What follows belongs to an exercise in optimizing a design on an open flow for small area and a short achievable clock period; a production flow would make more cautious choices.
RTL that was checked went through simulation tests only; none was proved equivalent to the original.

==> inputs of run a <==
==> flow/design.v <==
module mult_top(
    input clk,
    input  [15:0] x,
    input  [15:0] y,
    output [31:0] p_out
    );
    localparam M = 14;
    wire [36:0] cs;
    wire [12:0] oa;
    wire [11:0] pl;
    lobo_pre pre(.x(x), .y(y), .cs(cs), .oa(oa), .pl(pl));
    reg [36:0] C_vec;    
    reg [12:0] A_vec;    
    reg [11:0] L_vec;    
    always @(posedge clk)
    begin
        C_vec <= cs;
        A_vec <= oa;
        L_vec <= pl;
    end
    wire [M:0] lo;
    wire [19-M:0] hi;
    lobo_sum sum(.cs(C_vec), .oa(A_vec), .lo(lo), .hi(hi));
    reg [11+M:0] P_vec;   
    reg          K_vec;   
    reg [19-M:0] H_vec;   
    always @(posedge clk)
    begin
        P_vec <= {lo[M-1:0], L_vec};
        K_vec <= lo[M];
        H_vec <= hi;
    end
    assign p_out[11+M:0] = P_vec;
    lobo_inc inc(.hi(H_vec), .c(K_vec), .p(p_out[31:12+M]));
endmodule
module lobo_pre(
    input  [15:0] x,
    input  [15:0] y,
    output [36:0] cs,           
    output [12:0] oa,           
    output [11:0] pl            
    );
    wire x11 = x[11];
    wire [15:0] yv = y ^ {16{x11}};
    wire one0 = x[12] ^ x[11];
    wire two0 = ~one0 & (x[13] ^ x[12]);
    wire neg0 = x[13];
    wire one1 = x[14] ^ x[13];
    wire two1 = ~one1 & (x[15] ^ x[14]);
    wire neg1 = x[15];
    wire [15:0] yn0 = y ^ {16{neg0}};
    wire [15:0] yn1 = y ^ {16{neg1}};
    wire sf0 = neg0 & (one0 | two0);
    wire sf1 = neg1 & (one1 | two1);
    wire [10:0] a = x[10:0] ^ {11{x11}};
    wire s10 = a[10];
    wire s9  = ~a[10] & a[9];
    wire s8  = ~a[10] & ~a[9] & a[8];
    wire s0  = ~a[10] & ~a[9] & ~a[8] & (|a[7:0]);
    wire [9:0] x20 = {a[9] & a[10], a[8] & (a[10] | a[9]), a[7:1], a[0] & (a[10] | a[9] | a[8])};
    wire ps = x11 ^ y[15];
    wire [2:0] ya = y[14:12] ^ {3{y[15]}};
    wire k2 = ya[2];
    wire k1 = ~ya[2] & ya[1];
    wire k0 = ~ya[2] & ~ya[1] & ya[0];
    wire [12:0] ov = {{3{ps}}, x20 ^ {10{ps}}};
    assign oa = ({13{k2}} & (ov << 2)) | ({13{k1}} & (ov << 1)) | ({13{k0}} & ov);
    assign pl[0] = (s0 & yv[0]);
    assign pl[1] = (s0 & yv[1]);
    assign pl[2] = (s0 & yv[2]);
    assign pl[3] = (s0 & yv[3]);
    assign pl[4] = (s0 & yv[4]);
    assign pl[5] = (s0 & yv[5]);
    assign pl[6] = (s0 & yv[6]);
    assign pl[7] = (s0 & yv[7]);
    assign pl[8] = (s0 & yv[8]) | (s8 & yv[0]);
    assign pl[9] = (s0 & yv[9]) | (s8 & yv[1]) | (s9 & yv[0]);
    assign pl[10] = (s0 & yv[10]) | (s8 & yv[2]) | (s9 & yv[1]) | (s10 & yv[0]);
    assign pl[11] = (s0 & yv[11]) | (s8 & yv[3]) | (s9 & yv[2]) | (s10 & yv[1]);
    wire w0 = ((one0 & yn0[0]) | (two0 & neg0));
    wire w1 = ((one0 & yn0[1]) | (two0 & yn0[0]));
    wire w2 = ((one0 & yn0[2]) | (two0 & yn0[1]));
    wire w3 = ((one0 & yn0[3]) | (two0 & yn0[2]));
    wire w4 = ((one0 & yn0[4]) | (two0 & yn0[3]));
    wire w5 = ((one0 & yn0[5]) | (two0 & yn0[4]));
    wire w6 = ((one0 & yn0[6]) | (two0 & yn0[5]));
    wire w7 = ((one0 & yn0[7]) | (two0 & yn0[6]));
    wire w8 = ((one0 & yn0[8]) | (two0 & yn0[7]));
    wire w9 = ((one0 & yn0[9]) | (two0 & yn0[8]));
    wire w10 = ((one0 & yn0[10]) | (two0 & yn0[9]));
    wire w11 = ((one0 & yn0[11]) | (two0 & yn0[10]));
    wire w12 = ((one0 & yn0[12]) | (two0 & yn0[11]));
    wire w13 = ((one0 & yn0[13]) | (two0 & yn0[12]));
    wire w14 = ((one0 & yn0[14]) | (two0 & yn0[13]));
    wire w15 = ((one0 & yn0[15]) | (two0 & yn0[14]));
    wire w16 = ~((one0 & yn0[15]) | (two0 & yn0[15]));
    wire w17 = ((one1 & yn1[0]) | (two1 & neg1));
    wire w18 = ((one1 & yn1[1]) | (two1 & yn1[0]));
    wire w19 = ((one1 & yn1[2]) | (two1 & yn1[1]));
    wire w20 = ((one1 & yn1[3]) | (two1 & yn1[2]));
    wire w21 = ((one1 & yn1[4]) | (two1 & yn1[3]));
    wire w22 = ((one1 & yn1[5]) | (two1 & yn1[4]));
    wire w23 = ((one1 & yn1[6]) | (two1 & yn1[5]));
    wire w24 = ((one1 & yn1[7]) | (two1 & yn1[6]));
    wire w25 = ((one1 & yn1[8]) | (two1 & yn1[7]));
    wire w26 = ((one1 & yn1[9]) | (two1 & yn1[8]));
    wire w27 = ((one1 & yn1[10]) | (two1 & yn1[9]));
    wire w28 = ((one1 & yn1[11]) | (two1 & yn1[10]));
    wire w29 = ((one1 & yn1[12]) | (two1 & yn1[11]));
    wire w30 = ((one1 & yn1[13]) | (two1 & yn1[12]));
    wire w31 = ((one1 & yn1[14]) | (two1 & yn1[13]));
    wire w32 = ((one1 & yn1[15]) | (two1 & yn1[14]));
    wire w33 = ~((one1 & yn1[15]) | (two1 & yn1[15]));
    wire w34 = (s10 & yv[2]) | (s9 & yv[3]) | (s8 & yv[4]) | (s0 & yv[12]);
    wire w35 = (s10 & yv[3]) | (s9 & yv[4]) | (s8 & yv[5]) | (s0 & yv[13]);
    wire w36 = (s10 & yv[4]) | (s9 & yv[5]) | (s8 & yv[6]) | (s0 & yv[14]);
    wire w37 = (s10 & yv[5]) | (s9 & yv[6]) | (s8 & yv[7]) | (s0 & yv[15]);
    wire w38 = (s10 & yv[6]) | (s9 & yv[7]) | (s8 & yv[8]) | (s0 & yv[15]);
    wire w39 = (s10 & yv[7]) | (s9 & yv[8]) | (s8 & yv[9]) | (s0 & yv[15]);
    wire w40 = (s10 & yv[8]) | (s9 & yv[9]) | (s8 & yv[10]) | (s0 & yv[15]);
    wire w41 = (s10 & yv[9]) | (s9 & yv[10]) | (s8 & yv[11]) | (s0 & yv[15]);
    wire w42 = (s10 & yv[10]) | (s9 & yv[11]) | (s8 & yv[12]) | (s0 & yv[15]);
    wire w43 = (s10 & yv[11]) | (s9 & yv[12]) | (s8 & yv[13]) | (s0 & yv[15]);
    wire w44 = (s10 & yv[12]) | (s9 & yv[13]) | (s8 & yv[14]) | (s0 & yv[15]);
    wire w45 = (s10 & yv[13]) | (s9 & yv[14]) | (s8 & yv[15]) | (s0 & yv[15]);
    wire w46 = (s10 & yv[14]) | (s9 & yv[15]) | (s8 & yv[15]) | (s0 & yv[15]);
    wire w47 = ~((s10 | s9 | s8 | s0) & yv[15]);
    wire w48 = w0 ^ sf0 ^ w34;
    wire w49 = (w0 & sf0) | (w34 & (w0 ^ sf0));
    wire w50 = w2 ^ w17 ^ sf1;
    wire w51 = (w2 & w17) | (sf1 & (w2 ^ w17));
    wire w52 = w3 ^ w18 ^ w37;
    wire w53 = (w3 & w18) | (w37 & (w3 ^ w18));
    wire w54 = w4 ^ w19 ^ w38;
    wire w55 = (w4 & w19) | (w38 & (w4 ^ w19));
    wire w56 = w5 ^ w20 ^ w39;
    wire w57 = (w5 & w20) | (w39 & (w5 ^ w20));
    wire w58 = w6 ^ w21 ^ w40;
    wire w59 = (w6 & w21) | (w40 & (w6 ^ w21));
    wire w60 = w7 ^ w22 ^ w41;
    wire w61 = (w7 & w22) | (w41 & (w7 ^ w22));
    wire w62 = w8 ^ w23 ^ w42;
    wire w63 = (w8 & w23) | (w42 & (w8 ^ w23));
    wire w64 = w9 ^ w24 ^ w43;
    wire w65 = (w9 & w24) | (w43 & (w9 ^ w24));
    wire w66 = w10 ^ w25 ^ w44;
    wire w67 = (w10 & w25) | (w44 & (w10 ^ w25));
    wire w68 = w11 ^ w26 ^ w45;
    wire w69 = (w11 & w26) | (w45 & (w11 ^ w26));
    wire w70 = w12 ^ w27 ^ w46;
    wire w71 = (w12 & w27) | (w46 & (w12 ^ w27));
    wire w72 = w13 ^ w28 ^ w47;
    wire w73 = (w13 & w28) | (w47 & (w13 ^ w28));
    assign cs[0] = w48;    
    assign cs[1] = w1;    
    assign cs[2] = w35;    
    assign cs[3] = w49;    
    assign cs[4] = w36;    
    assign cs[5] = w50;    
    assign cs[6] = w51;    
    assign cs[7] = w52;    
    assign cs[8] = w53;    
    assign cs[9] = w54;    
    assign cs[10] = w55;    
    assign cs[11] = w56;    
    assign cs[12] = w57;    
    assign cs[13] = w58;    
    assign cs[14] = w59;    
    assign cs[15] = w60;    
    assign cs[16] = w61;    
    assign cs[17] = w62;    
    assign cs[18] = w63;    
    assign cs[19] = w64;    
    assign cs[20] = w65;    
    assign cs[21] = w66;    
    assign cs[22] = w67;    
    assign cs[23] = w68;    
    assign cs[24] = w69;    
    assign cs[25] = w70;    
    assign cs[26] = w71;    
    assign cs[27] = w72;    
    assign cs[28] = w14;    
    assign cs[29] = w29;    
    assign cs[30] = w73;    
    assign cs[31] = w15;    
    assign cs[32] = w30;    
    assign cs[33] = w16;    
    assign cs[34] = w31;    
    assign cs[35] = w32;    
    assign cs[36] = w33;    
endmodule
module lobo_sum(
    input  [36:0] cs,
    input  [12:0] oa,
    output [14:0] lo,           
    output [5:0] hi            
    );
    wire w74 = cs[1] ^ cs[2] ^ cs[3];
    wire w75 = (cs[1] & cs[2]) | (cs[3] & (cs[1] ^ cs[2]));
    wire w76 = cs[4] ^ cs[5] ^ oa[2];
    wire w77 = (cs[4] & cs[5]) | (oa[2] & (cs[4] ^ cs[5]));
    wire w78 = cs[6] ^ cs[7] ^ oa[3];
    wire w79 = (cs[6] & cs[7]) | (oa[3] & (cs[6] ^ cs[7]));
    wire w80 = cs[8] ^ cs[9] ^ oa[4];
    wire w81 = (cs[8] & cs[9]) | (oa[4] & (cs[8] ^ cs[9]));
    wire w82 = cs[10] ^ cs[11] ^ oa[5];
    wire w83 = (cs[10] & cs[11]) | (oa[5] & (cs[10] ^ cs[11]));
    wire w84 = cs[12] ^ cs[13] ^ oa[6];
    wire w85 = (cs[12] & cs[13]) | (oa[6] & (cs[12] ^ cs[13]));
    wire w86 = cs[14] ^ cs[15] ^ oa[7];
    wire w87 = (cs[14] & cs[15]) | (oa[7] & (cs[14] ^ cs[15]));
    wire w88 = cs[16] ^ cs[17] ^ oa[8];
    wire w89 = (cs[16] & cs[17]) | (oa[8] & (cs[16] ^ cs[17]));
    wire w90 = cs[18] ^ cs[19] ^ oa[9];
    wire w91 = (cs[18] & cs[19]) | (oa[9] & (cs[18] ^ cs[19]));
    wire w92 = cs[20] ^ cs[21] ^ oa[10];
    wire w93 = (cs[20] & cs[21]) | (oa[10] & (cs[20] ^ cs[21]));
    wire w94 = cs[22] ^ cs[23] ^ oa[11];
    wire w95 = (cs[22] & cs[23]) | (oa[11] & (cs[22] ^ cs[23]));
    wire w96 = cs[24] ^ cs[25] ^ oa[12];
    wire w97 = (cs[24] & cs[25]) | (oa[12] & (cs[24] ^ cs[25]));
    wire w98 = cs[26] ^ cs[27] ^ ~oa[12];
    wire w99 = (cs[26] & cs[27]) | (~oa[12] & (cs[26] ^ cs[27]));
    wire w100 = ~(cs[28] ^ cs[29]);
    wire w101 = cs[28] | cs[29];
    wire w102 = ~(cs[31] ^ cs[32]);
    wire w103 = cs[31] | cs[32];
    wire w104 = cs[33] ^ cs[34];
    wire w105 = cs[33] & cs[34];
    wire w106 = cs[30] ^ w99 ^ w100;
    wire w107 = (cs[30] & w99) | (w100 & (cs[30] ^ w99));
    wire w108 = w101 ^ w102;
    wire w109 = w101 & w102;
    wire w110 = w103 ^ w104;
    wire w111 = w103 & w104;
    wire w112 = ~(cs[35] ^ w105);
    wire w113 = cs[35] | w105;
    wire [19:0] ra = {1'b1, cs[36], w111, w109, w107, w106, w97, w95, w93, w91, w89, w87, w85, w83, w81, w79, w77, w75, oa[1], cs[0]};
    wire [19:0] rb = {1'b0, w113, w112, w110, w108, 1'b0, w98, w96, w94, w92, w90, w88, w86, w84, w82, w80, w78, w76, w74, oa[0]};
    assign lo = {1'b0, ra[13:0]} + {1'b0, rb[13:0]};
    assign hi = ra[19:14] + rb[19:14];
endmodule
module lobo_inc(
    input  [5:0] hi,
    input  c,
    output [5:0] p
    );
    assign p = hi + c;
endmodule
module LOBOq2_12bit_1C_v2(
    input [15:0] x,
    input [15:0] y,
    output [31:0] p
    );
    wire [36:0] cs;
    wire [12:0] oa;
    wire [14:0] lo;
    wire [5:0] hi;
    lobo_pre pre(.x(x), .y(y), .cs(cs), .oa(oa), .pl(p[11:0]));
    lobo_sum sum(.cs(cs), .oa(oa), .lo(lo), .hi(hi));
    assign p[25:12] = lo[13:0];
    lobo_inc inc(.hi(hi), .c(lo[14]), .p(p[31:26]));
endmodule
==> flow/flow/run.sh <==
#!/bin/bash
# Standard layout, with the smallest buffer (buf_1) on every input and output
# port, and a clock tree of clkbuf_8 without dummy loads.
set -euo pipefail
export BUFFER_PORTS_ARGS="-buffer_cell sky130_fd_sc_hd__buf_1"
export CTS_ARGS="-sink_clustering_enable -repair_clock_nets -dont_use_dummy_load -buf_list sky130_fd_sc_hd__clkbuf_8"
bash standard.sh > standard.log 2>&1
==> flow/standard.sh <==
#!/bin/bash
# synth_recipe.tcl (not shown) runs the flow's synth.tcl, then flattens the netlist and writes it again
# the make line also repeats each setting of config.mk as NAME=value (left out here)
make -C /OpenROAD-flow-scripts/flow DESIGN_CONFIG=/design/flow/config.mk WORK_HOME=/design/flow/orfs CLKGATE_MAP_FILE= SYNTH_SCRIPT=/design/flow/synth_recipe.tcl "${@:-finish}"
==> flow/config.mk <==
export PLATFORM = sky130hd
export DESIGN_NAME = mult_top
export DESIGN_NICKNAME = mult_top
export VERILOG_FILES = /design/flow/design.v
export SDC_FILE = /design/flow/constraint.sdc
export NUM_CORES = 4
export LEC_CHECK = 0
export ABC_AREA = 1
export CAP_MARGIN = 20
export CORE_MARGIN = 2
export CORE_UTILIZATION = 40
export SETUP_SLACK_MARGIN = 2.9
export SLEW_MARGIN = 20
==> flow/constraint.sdc <==
create_clock -name core_clock -period 5.2 [get_ports {clk}]
set_input_delay 1.0400 -clock core_clock [delete_from_list [all_inputs] [get_ports {clk}]]
set_output_delay 1.0400 -clock core_clock [all_outputs]
set_load 0.01 [all_outputs]
==> inputs of run b, as changes to run a <==
--- a/flow/design.v
+++ b/flow/design.v
@@ -50,6 +50,2 @@
     wire neg1 = x[15];
-    wire [15:0] yn0 = y ^ {16{neg0}};
-    wire [15:0] yn1 = y ^ {16{neg1}};
-    wire sf0 = neg0 & (one0 | two0);
-    wire sf1 = neg1 & (one1 | two1);
     wire [10:0] a = x[10:0] ^ {11{x11}};
@@ -79,36 +75,36 @@
     assign pl[11] = (s0 & yv[11]) | (s8 & yv[3]) | (s9 & yv[2]) | (s10 & yv[1]);
-    wire w0 = ((one0 & yn0[0]) | (two0 & neg0));
-    wire w1 = ((one0 & yn0[1]) | (two0 & yn0[0]));
-    wire w2 = ((one0 & yn0[2]) | (two0 & yn0[1]));
-    wire w3 = ((one0 & yn0[3]) | (two0 & yn0[2]));
-    wire w4 = ((one0 & yn0[4]) | (two0 & yn0[3]));
-    wire w5 = ((one0 & yn0[5]) | (two0 & yn0[4]));
-    wire w6 = ((one0 & yn0[6]) | (two0 & yn0[5]));
-    wire w7 = ((one0 & yn0[7]) | (two0 & yn0[6]));
-    wire w8 = ((one0 & yn0[8]) | (two0 & yn0[7]));
-    wire w9 = ((one0 & yn0[9]) | (two0 & yn0[8]));
-    wire w10 = ((one0 & yn0[10]) | (two0 & yn0[9]));
-    wire w11 = ((one0 & yn0[11]) | (two0 & yn0[10]));
-    wire w12 = ((one0 & yn0[12]) | (two0 & yn0[11]));
-    wire w13 = ((one0 & yn0[13]) | (two0 & yn0[12]));
-    wire w14 = ((one0 & yn0[14]) | (two0 & yn0[13]));
-    wire w15 = ((one0 & yn0[15]) | (two0 & yn0[14]));
-    wire w16 = ~((one0 & yn0[15]) | (two0 & yn0[15]));
-    wire w17 = ((one1 & yn1[0]) | (two1 & neg1));
-    wire w18 = ((one1 & yn1[1]) | (two1 & yn1[0]));
-    wire w19 = ((one1 & yn1[2]) | (two1 & yn1[1]));
-    wire w20 = ((one1 & yn1[3]) | (two1 & yn1[2]));
-    wire w21 = ((one1 & yn1[4]) | (two1 & yn1[3]));
-    wire w22 = ((one1 & yn1[5]) | (two1 & yn1[4]));
-    wire w23 = ((one1 & yn1[6]) | (two1 & yn1[5]));
-    wire w24 = ((one1 & yn1[7]) | (two1 & yn1[6]));
-    wire w25 = ((one1 & yn1[8]) | (two1 & yn1[7]));
-    wire w26 = ((one1 & yn1[9]) | (two1 & yn1[8]));
-    wire w27 = ((one1 & yn1[10]) | (two1 & yn1[9]));
-    wire w28 = ((one1 & yn1[11]) | (two1 & yn1[10]));
-    wire w29 = ((one1 & yn1[12]) | (two1 & yn1[11]));
-    wire w30 = ((one1 & yn1[13]) | (two1 & yn1[12]));
-    wire w31 = ((one1 & yn1[14]) | (two1 & yn1[13]));
-    wire w32 = ((one1 & yn1[15]) | (two1 & yn1[14]));
-    wire w33 = ~((one1 & yn1[15]) | (two1 & yn1[15]));
+    wire w0 = ((one0 & y[0]) ^ neg0);
+    wire w1 = (((one0 & y[1]) | (two0 & y[0])) ^ neg0);
+    wire w2 = (((one0 & y[2]) | (two0 & y[1])) ^ neg0);
+    wire w3 = (((one0 & y[3]) | (two0 & y[2])) ^ neg0);
+    wire w4 = (((one0 & y[4]) | (two0 & y[3])) ^ neg0);
+    wire w5 = (((one0 & y[5]) | (two0 & y[4])) ^ neg0);
+    wire w6 = (((one0 & y[6]) | (two0 & y[5])) ^ neg0);
+    wire w7 = (((one0 & y[7]) | (two0 & y[6])) ^ neg0);
+    wire w8 = (((one0 & y[8]) | (two0 & y[7])) ^ neg0);
+    wire w9 = (((one0 & y[9]) | (two0 & y[8])) ^ neg0);
+    wire w10 = (((one0 & y[10]) | (two0 & y[9])) ^ neg0);
+    wire w11 = (((one0 & y[11]) | (two0 & y[10])) ^ neg0);
+    wire w12 = (((one0 & y[12]) | (two0 & y[11])) ^ neg0);
+    wire w13 = (((one0 & y[13]) | (two0 & y[12])) ^ neg0);
+    wire w14 = (((one0 & y[14]) | (two0 & y[13])) ^ neg0);
+    wire w15 = (((one0 & y[15]) | (two0 & y[14])) ^ neg0);
+    wire w16 = ~(((one0 & y[15]) | (two0 & y[15])) ^ neg0);
+    wire w17 = ((one1 & y[0]) ^ neg1);
+    wire w18 = (((one1 & y[1]) | (two1 & y[0])) ^ neg1);
+    wire w19 = (((one1 & y[2]) | (two1 & y[1])) ^ neg1);
+    wire w20 = (((one1 & y[3]) | (two1 & y[2])) ^ neg1);
+    wire w21 = (((one1 & y[4]) | (two1 & y[3])) ^ neg1);
+    wire w22 = (((one1 & y[5]) | (two1 & y[4])) ^ neg1);
+    wire w23 = (((one1 & y[6]) | (two1 & y[5])) ^ neg1);
+    wire w24 = (((one1 & y[7]) | (two1 & y[6])) ^ neg1);
+    wire w25 = (((one1 & y[8]) | (two1 & y[7])) ^ neg1);
+    wire w26 = (((one1 & y[9]) | (two1 & y[8])) ^ neg1);
+    wire w27 = (((one1 & y[10]) | (two1 & y[9])) ^ neg1);
+    wire w28 = (((one1 & y[11]) | (two1 & y[10])) ^ neg1);
+    wire w29 = (((one1 & y[12]) | (two1 & y[11])) ^ neg1);
+    wire w30 = (((one1 & y[13]) | (two1 & y[12])) ^ neg1);
+    wire w31 = (((one1 & y[14]) | (two1 & y[13])) ^ neg1);
+    wire w32 = (((one1 & y[15]) | (two1 & y[14])) ^ neg1);
+    wire w33 = ~(((one1 & y[15]) | (two1 & y[15])) ^ neg1);
     wire w34 = (s10 & yv[2]) | (s9 & yv[3]) | (s8 & yv[4]) | (s0 & yv[12]);
@@ -127,6 +123,6 @@
     wire w47 = ~((s10 | s9 | s8 | s0) & yv[15]);
-    wire w48 = w0 ^ sf0 ^ w34;
-    wire w49 = (w0 & sf0) | (w34 & (w0 ^ sf0));
-    wire w50 = w2 ^ w17 ^ sf1;
-    wire w51 = (w2 & w17) | (sf1 & (w2 ^ w17));
+    wire w48 = w0 ^ neg0 ^ w34;
+    wire w49 = (w0 & neg0) | (w34 & (w0 ^ neg0));
+    wire w50 = w2 ^ w17 ^ neg1;
+    wire w51 = (w2 & w17) | (neg1 & (w2 ^ w17));
     wire w52 = w3 ^ w18 ^ w37;
- CORE_UTILIZATION: 40 -> 55
- SETUP_SLACK_MARGIN: 2.9 -> 2.7
==> inputs of run c, as changes to run a <==
--- a/flow/design.v
+++ b/flow/design.v
@@ -50,6 +50,2 @@
     wire neg1 = x[15];
-    wire [15:0] yn0 = y ^ {16{neg0}};
-    wire [15:0] yn1 = y ^ {16{neg1}};
-    wire sf0 = neg0 & (one0 | two0);
-    wire sf1 = neg1 & (one1 | two1);
     wire [10:0] a = x[10:0] ^ {11{x11}};
@@ -79,36 +75,36 @@
     assign pl[11] = (s0 & yv[11]) | (s8 & yv[3]) | (s9 & yv[2]) | (s10 & yv[1]);
-    wire w0 = ((one0 & yn0[0]) | (two0 & neg0));
-    wire w1 = ((one0 & yn0[1]) | (two0 & yn0[0]));
-    wire w2 = ((one0 & yn0[2]) | (two0 & yn0[1]));
-    wire w3 = ((one0 & yn0[3]) | (two0 & yn0[2]));
-    wire w4 = ((one0 & yn0[4]) | (two0 & yn0[3]));
-    wire w5 = ((one0 & yn0[5]) | (two0 & yn0[4]));
-    wire w6 = ((one0 & yn0[6]) | (two0 & yn0[5]));
-    wire w7 = ((one0 & yn0[7]) | (two0 & yn0[6]));
-    wire w8 = ((one0 & yn0[8]) | (two0 & yn0[7]));
-    wire w9 = ((one0 & yn0[9]) | (two0 & yn0[8]));
-    wire w10 = ((one0 & yn0[10]) | (two0 & yn0[9]));
-    wire w11 = ((one0 & yn0[11]) | (two0 & yn0[10]));
-    wire w12 = ((one0 & yn0[12]) | (two0 & yn0[11]));
-    wire w13 = ((one0 & yn0[13]) | (two0 & yn0[12]));
-    wire w14 = ((one0 & yn0[14]) | (two0 & yn0[13]));
-    wire w15 = ((one0 & yn0[15]) | (two0 & yn0[14]));
-    wire w16 = ~((one0 & yn0[15]) | (two0 & yn0[15]));
-    wire w17 = ((one1 & yn1[0]) | (two1 & neg1));
-    wire w18 = ((one1 & yn1[1]) | (two1 & yn1[0]));
-    wire w19 = ((one1 & yn1[2]) | (two1 & yn1[1]));
-    wire w20 = ((one1 & yn1[3]) | (two1 & yn1[2]));
-    wire w21 = ((one1 & yn1[4]) | (two1 & yn1[3]));
-    wire w22 = ((one1 & yn1[5]) | (two1 & yn1[4]));
-    wire w23 = ((one1 & yn1[6]) | (two1 & yn1[5]));
-    wire w24 = ((one1 & yn1[7]) | (two1 & yn1[6]));
-    wire w25 = ((one1 & yn1[8]) | (two1 & yn1[7]));
-    wire w26 = ((one1 & yn1[9]) | (two1 & yn1[8]));
-    wire w27 = ((one1 & yn1[10]) | (two1 & yn1[9]));
-    wire w28 = ((one1 & yn1[11]) | (two1 & yn1[10]));
-    wire w29 = ((one1 & yn1[12]) | (two1 & yn1[11]));
-    wire w30 = ((one1 & yn1[13]) | (two1 & yn1[12]));
-    wire w31 = ((one1 & yn1[14]) | (two1 & yn1[13]));
-    wire w32 = ((one1 & yn1[15]) | (two1 & yn1[14]));
-    wire w33 = ~((one1 & yn1[15]) | (two1 & yn1[15]));
+    wire w0 = ((one0 & y[0]) ^ neg0);
+    wire w1 = (((one0 & y[1]) | (two0 & y[0])) ^ neg0);
+    wire w2 = (((one0 & y[2]) | (two0 & y[1])) ^ neg0);
+    wire w3 = (((one0 & y[3]) | (two0 & y[2])) ^ neg0);
+    wire w4 = (((one0 & y[4]) | (two0 & y[3])) ^ neg0);
+    wire w5 = (((one0 & y[5]) | (two0 & y[4])) ^ neg0);
+    wire w6 = (((one0 & y[6]) | (two0 & y[5])) ^ neg0);
+    wire w7 = (((one0 & y[7]) | (two0 & y[6])) ^ neg0);
+    wire w8 = (((one0 & y[8]) | (two0 & y[7])) ^ neg0);
+    wire w9 = (((one0 & y[9]) | (two0 & y[8])) ^ neg0);
+    wire w10 = (((one0 & y[10]) | (two0 & y[9])) ^ neg0);
+    wire w11 = (((one0 & y[11]) | (two0 & y[10])) ^ neg0);
+    wire w12 = (((one0 & y[12]) | (two0 & y[11])) ^ neg0);
+    wire w13 = (((one0 & y[13]) | (two0 & y[12])) ^ neg0);
+    wire w14 = (((one0 & y[14]) | (two0 & y[13])) ^ neg0);
+    wire w15 = (((one0 & y[15]) | (two0 & y[14])) ^ neg0);
+    wire w16 = ~(((one0 & y[15]) | (two0 & y[15])) ^ neg0);
+    wire w17 = ((one1 & y[0]) ^ neg1);
+    wire w18 = (((one1 & y[1]) | (two1 & y[0])) ^ neg1);
+    wire w19 = (((one1 & y[2]) | (two1 & y[1])) ^ neg1);
+    wire w20 = (((one1 & y[3]) | (two1 & y[2])) ^ neg1);
+    wire w21 = (((one1 & y[4]) | (two1 & y[3])) ^ neg1);
+    wire w22 = (((one1 & y[5]) | (two1 & y[4])) ^ neg1);
+    wire w23 = (((one1 & y[6]) | (two1 & y[5])) ^ neg1);
+    wire w24 = (((one1 & y[7]) | (two1 & y[6])) ^ neg1);
+    wire w25 = (((one1 & y[8]) | (two1 & y[7])) ^ neg1);
+    wire w26 = (((one1 & y[9]) | (two1 & y[8])) ^ neg1);
+    wire w27 = (((one1 & y[10]) | (two1 & y[9])) ^ neg1);
+    wire w28 = (((one1 & y[11]) | (two1 & y[10])) ^ neg1);
+    wire w29 = (((one1 & y[12]) | (two1 & y[11])) ^ neg1);
+    wire w30 = (((one1 & y[13]) | (two1 & y[12])) ^ neg1);
+    wire w31 = (((one1 & y[14]) | (two1 & y[13])) ^ neg1);
+    wire w32 = (((one1 & y[15]) | (two1 & y[14])) ^ neg1);
+    wire w33 = ~(((one1 & y[15]) | (two1 & y[15])) ^ neg1);
     wire w34 = (s10 & yv[2]) | (s9 & yv[3]) | (s8 & yv[4]) | (s0 & yv[12]);
@@ -127,6 +123,6 @@
     wire w47 = ~((s10 | s9 | s8 | s0) & yv[15]);
-    wire w48 = w0 ^ sf0 ^ w34;
-    wire w49 = (w0 & sf0) | (w34 & (w0 ^ sf0));
-    wire w50 = w2 ^ w17 ^ sf1;
-    wire w51 = (w2 & w17) | (sf1 & (w2 ^ w17));
+    wire w48 = w0 ^ neg0 ^ w34;
+    wire w49 = (w0 & neg0) | (w34 & (w0 ^ neg0));
+    wire w50 = w2 ^ w17 ^ neg1;
+    wire w51 = (w2 & w17) | (neg1 & (w2 ^ w17));
     wire w52 = w3 ^ w18 ^ w37;
- PLACE_DENSITY: default -> 0.45
- SETUP_SLACK_MARGIN: 2.9 -> 2.7
==> inputs of run d, as changes to run a <==
- SETUP_SLACK_MARGIN: 2.9 -> 2.7
==> out/metrics.cfg <==
[critical_path]
reg2reg_to=H_vec[3]$_DFF_P_
worstPathArrival_ns=1.40
worst_path_most_repeated_cell=ha_4

[sta]
fin_skew_ns=0.0173

[synth]
syn_nets=783
synthSimpleGateAreaFrac_pct=23.2

[run_status]
outcome=complete, no violations

[route]
wire_per_inst_um=15.5

The numbers above come from run a.

==> out/metrics.cfg <==
[route]
dr_wl_met3_um=663
wire_per_inst_um=15.0

[synth]
syn_nets=732
synthSimpleGateAreaFrac_pct=19.1

[critical_path]
reg2reg_to=H_vec[5]$_DFF_P_
worst_path_most_repeated_cell=nand2_1
worstPathArrival_ns=2.67

[place]
port_buffers=64
hpwlAfterDp_um=10700

[run_status]
outcome=complete, no violations

[power_and_ir_drop]
p_int_w=0.00177

[floorplan]
die_area_mm2=0.0145

[worst_hold_path]
hp-class=flip-flop to flip-flop

[sta]
fin_skew_ns=0.0336

[cts]
cts_root_buf=clkbuf_8

The numbers above come from run c.

==> out/metrics.cfg <==
[synth]
synthSimpleGateAreaFrac_pct=23.2
syn_nets=783

[critical_path]
reg2reg_to=H_vec[3]$_DFF_P_
worstPathArrival_ns=1.43

[route]
via_count=4628

[final_layout]
drive_above_1_share_pct=11.1
fin_area_mm2=0.00644
nNonClkBuffers=80

[run_status]
outcome=complete, no violations

[sta]
fin_skew_ns=0.0177

The numbers above come from run d.

==> out/metrics.cfg <==
[critical_path]
worstPathArrival_ns=2.70
reg2reg_to=H_vec[5]$_DFF_P_

[place]
hpwlAfterDp_um=9340

[run_status]
outcome=complete, no violations

[synth]
syn_nets=732
synthSimpleGateAreaFrac_pct=19.1

[route]
wire_per_inst_um=14.2

[sta]
fin_skew_ns=0.0183

The numbers above come from run b.

Only the layout flow was run in run a and run d; the RTL was not checked for function there.

## static timing again, ports no longer ideal
No port has a modelled driver above. Below, the same layouts with a new extraction and two added sets of constraints.
Step 1 sets driving cells, clkbuf_16 on the clock port and buf_2 on the other inputs (assumed; they add their load-dependent delay and slew).
Step 2 moves the port delays by t, midway between the first and last clock arrival at a register: inputs arrive t later, outputs are due t later. That takes back most of the time a late clock gives input paths.
a / b / c = ideal ports / drivers / drivers and shift; a / b = the first two.
run | t (ns) | slack for setup (ns) | worst slew at a driven data input, ns
run a | 0.394 | 2.760 / 2.728 / 2.427 | 0.14
run b | 0.380 | 2.745 / 2.726 / 2.351 | 0.05
run c | 0.409 | 2.741 / 2.729 / 2.349 | 0.05
run d | 0.394 | 2.733 / 2.700 / 2.391 | 0.04
After both steps setup and hold are still met in every run listed. The setup slack of run b, which loses most, moves by -0.019 ns with the drivers and by -0.394 ns with both steps.
